Background: an optimization exercise with open tools, aiming at small area. Do not read the settings as production practice.
At most, simulation tests tie the RTL to the original design; equivalence was not proved.
The clock port is modelled as an ideal driver; clocking choices that lean on that would not hold on a real chip.
No activity file was given, so power comes from the tool's default toggle rates.

## old
==> module MouseReceiver, before the edit <==
module MouseReceiver(
	input 				RESET,
	input 				CLK,
	input 				FALL,			 
	input 				DATA_MOUSE_IN,
	input 				READ_ENABLE,
	input 				SHIFT_IN,		 
	output 				START,			 
	output 				SHIFT,			 
	output [2:0] 		BIT_INDEX,
	output [7:0] 		BYTE_READ,
	output 				BYTE_ERROR,		 
	output 				BYTE_READY
);
	localparam [3:0] S_PAR = 4'd8, S_STOP = 4'd9, S_DONE = 4'd10,
	                 S_READY = 4'd11, S_IDLE = 4'd12;
	reg [3:0]  State;
	reg [7:0]  ShiftReg;
	reg        Err;
	reg [15:0] Tmo;
	wire       timeout = (Tmo == 16'h18fa);	 
	wire       in_bits = ~State[3];			 
	wire       idle    = (State == S_READY) | (State == S_IDLE);
	wire       s_par   = (State == S_PAR);
	wire       s_stop  = (State == S_STOP);
	assign START = idle & READ_ENABLE & FALL & ~DATA_MOUSE_IN;
	assign SHIFT = FALL & in_bits;
	wire       tmo_clr = FALL & ((~timeout & (in_bits | s_par)) | s_stop);
	wire       tmo_fb  = Tmo[15] ^ Tmo[14] ^ Tmo[12] ^ Tmo[3] ^ (Tmo[14:0] == 15'h2aaa);
	always @(posedge CLK) begin
		if (RESET | tmo_clr)
			Tmo <= 16'd0;
		else
			Tmo <= {~Tmo[14:0], tmo_fb};
	end
	wire [3:0] inc = {State[3] ^ (&State[2:0]), State[2] ^ (&State[1:0]),
	                  State[1] ^ State[0], ~State[0]};
	always @(posedge CLK) begin
		if (RESET)
			State <= S_IDLE;
		else if (idle)
			State <= START ? 4'd0 : S_IDLE;
		else if (State <= S_PAR) begin
			if (timeout)
				State <= S_IDLE;
			else if (FALL)
				State <= inc;
		end else if (s_stop) begin
			if (FALL)
				State <= S_DONE;
		end else if (State == S_DONE)
			State <= S_READY;
		else
			State <= S_IDLE;
	end
	always @(posedge CLK)
		if (SHIFT)
			ShiftReg <= {SHIFT_IN, ShiftReg[7:1]};
	always @(posedge CLK) begin
		if (idle)
			Err <= 1'b1;
		else if (FALL & (in_bits | s_par))
			Err <= Err ^ DATA_MOUSE_IN;
		else if (FALL & s_stop)
			Err <= Err | ~DATA_MOUSE_IN;
	end
	assign BIT_INDEX  = State[2:0];
	assign BYTE_READY = (State == S_READY);
	assign BYTE_READ  = ShiftReg;
	assign BYTE_ERROR = Err;
endmodule
==> flow/config.mk <==
export PLATFORM = sky130hd
export DESIGN_NAME = MouseTransceiver
export DESIGN_NICKNAME = MouseTransceiver
export VERILOG_FILES = /design/flow/design.v
export SDC_FILE = /design/flow/constraint.sdc
export NUM_CORES = 4
export LEC_CHECK = 0
export CAP_MARGIN = 20
export CORE_MARGIN = 2
export CORE_UTILIZATION = 60
export SLEW_MARGIN = 20
==> flow/constraint.sdc <==
create_clock -name core_clock -period 10.0 [get_ports {CLK}]
set_input_delay 2.0000 -clock core_clock [delete_from_list [all_inputs] [get_ports {CLK}]]
set_output_delay 2.0000 -clock core_clock [all_outputs]
set_load 0.01 [all_outputs]
standard.sh (not shown) runs the stock make flow with config.mk's settings and CLKGATE_MAP_FILE= SYNTH_SCRIPT=/design/flow/synth_recipe.tcl, a recipe that flattens the netlist after the stock synthesis.
==> flow/flow/run.sh <==
#!/bin/bash
# The standard layout (standard.sh) with these changes to how it is made:
#  - synthesis is the standard synthesis script, except that no full/half
#    adder extraction runs before ABC and ABC maps with an area-oriented script
#    and no delay target. Several such scripts (flow/abc_*.txt) are tried, and
#    the one whose netlist has the least cell area is kept. Registers are
#    mapped exactly as in the standard synthesis: ABC only sees the logic
#    between them;
#  - the clock tree is built from clkbuf_4 cells, without dummy loads, and
#    a leaf buffer driving 11 or more pins becomes a clkbuf_8 (post_cts.tcl);
#  - port buffers are buf_1 cells.
# Each tool's full output goes to flow.log, next to ORFS's own logs in orfs/.
set -euo pipefail
W=$(pwd)
LOG=$W/flow.log
: > "$LOG"
STAT=$W/orfs/reports/sky130hd/MouseTransceiver/base/synth_stat.txt
VARS=(ADDER_MAP_FILE=
  "CTS_ARGS=-sink_clustering_enable -repair_clock_nets -buf_list sky130_fd_sc_hd__clkbuf_4 -sink_clustering_size 30 -sink_clustering_max_diameter 100 -dont_use_dummy_load"
  "BUFFER_PORTS_ARGS=-buffer_cell sky130_fd_sc_hd__buf_1"
  "POST_CTS_TCL=$W/flow/post_cts.tcl")

# ORFS's synth.tcl with the ABC script replaced and its -D delay target dropped,
# and the standard flow's synthesis script sourcing it
make_synth_script() {
  sed "/synth_preamble.tcl/a set abc_args [lreplace \$abc_args 1 1 $1]\nset i [lsearch -exact \$abc_args -D]\nif {\$i >= 0} { set abc_args [lreplace \$abc_args \$i [expr {\$i + 1}]] }" \
    "$FLOW_HOME/scripts/synth.tcl" > "$W/orfs_synth.tcl"
  sed "s#\$::env(SCRIPTS_DIR)/synth.tcl#$W/orfs_synth.tcl#" "$W/synth_recipe.tcl" > "$W/own_synth.tcl"
}

best=""
best_area=""
first=1
for s in "$W"/flow/abc_*.txt; do
  make_synth_script "$s"
  if [[ $first == 1 ]]; then
    bash standard.sh SYNTH_SCRIPT="$W/own_synth.tcl" "${VARS[@]}" synth >> "$LOG" 2>&1
    first=0
  else
    bash standard.sh SYNTH_SCRIPT="$W/own_synth.tcl" "${VARS[@]}" do-yosys >> "$LOG" 2>&1
  fi
  area=$(awk '/Chip area for module/ {print $NF}' "$STAT")
  echo "ABC script $(basename "$s"): cell area $area" >> "$LOG"
  if [[ -z "$best" ]] || awk -v a="$area" -v b="$best_area" 'BEGIN { exit !(a < b) }'; then
    best=$s
    best_area=$area
  fi
done
echo "keeping ABC script $(basename "$best") ($best_area)" >> "$LOG"
make_synth_script "$best"
bash standard.sh SYNTH_SCRIPT="$W/own_synth.tcl" "${VARS[@]}" do-yosys >> "$LOG" 2>&1
bash standard.sh SYNTH_SCRIPT="$W/own_synth.tcl" "${VARS[@]}" finish >> "$LOG" 2>&1
Other scripts of this flow, unchanged in this note and not shown: flow/flow/abc_s11.txt, flow/flow/abc_s12.txt, flow/flow/abc_s14.txt, flow/flow/abc_s4.txt, flow/flow/abc_s7.txt, flow/flow/abc_s8.txt, flow/flow/abc_x1.txt, flow/flow/abc_x2.txt, flow/flow/abc_x4.txt, flow/flow/abc_x5.txt, flow/flow/abc_x7.txt, flow/flow/abc_x8.txt, flow/flow/post_cts.tcl
Here is what was changed in the inputs of new compared with old.
-- flow/design.v --
<<< old, line 43
);
	localparam [3:0] S_PAR = 4'd8, S_STOP = 4'd9, S_DONE = 4'd10,
	                 S_READY = 4'd11, S_IDLE = 4'd12;
	reg [3:0]  State;
	reg [7:0]  ShiftReg;
>>> new, line 43
);
	localparam [3:0] S_PAR = 4'd8, S_STOP = 4'd9, S_DONE = 4'd10,
	                 S_READY = 4'd14, S_IDLE = 4'd15;
	reg [3:0]  State;
	reg [7:0]  ShiftReg;
<<< old, line 50
	wire       timeout = (Tmo == 16'h18fa);	 
	wire       in_bits = ~State[3];			 
	wire       idle    = (State == S_READY) | (State == S_IDLE);
	wire       s_par   = (State == S_PAR);
	wire       s_stop  = (State == S_STOP);
>>> new, line 50
	wire       timeout = (Tmo == 16'h18fa);	 
	wire       in_bits = ~State[3];			 
	wire       idle    = (State[3:1] == 3'b111);	 
	wire       s_par   = (State == S_PAR);
	wire       s_stop  = (State == S_STOP);
==> comparison <==
Of new and old, the lower sequential share of layout area belongs to new.
When the final numbers for new and old were put side by side, the met3 track demand over resource turned out to be smaller in new.
Compared with old, average cell area after synthesis in new increased by a few percent.
Diff new and old: total standard cell area after synthesis lower in old
Summary: clock period minus final worst setup slack, new worse than old
The run with more routed wire is new, not old.
Diff old -> new | non-clock buffer count in the final layout | decrease of 2
Compared with old, new has less setup slack.
Between old and new, the initial core utilization figures differ only marginally.
As of new, multi-input logic area had risen slightly compared to old.
Cmp new vs old: combinational share of power lower in new
No functional check of the RTL was part of new.

re-timing with driven ports:
The results above use ideal ports. As a check the final layouts listed here were re-extracted and re-timed, cells and wires unchanged.
Step 1 assumes that a clkbuf_16 drives the clock port and a buf_2 every other input.
Step 2 moves the port delays by t, midway between the first and last clock arrival at a register: inputs arrive t later, outputs are due t later. That takes back most of the time a late clock gives input paths.
a / b / c = ideal ports / drivers / drivers and shift; a / b = the first two.
| run | t (ns) | slack for setup (ns) | worst setup path after step 2 | clock arrival spread, ns |
|---|---|---|---|---|
| old | 0.411 | 6.198 / 6.164 / 6.359 | input to register | 0.033 / 0.032 |
| new | 0.415 | 6.179 / 6.149 / 6.342 | input to register | 0.033 / 0.032 |
After both steps setup and hold are still met in every run listed.
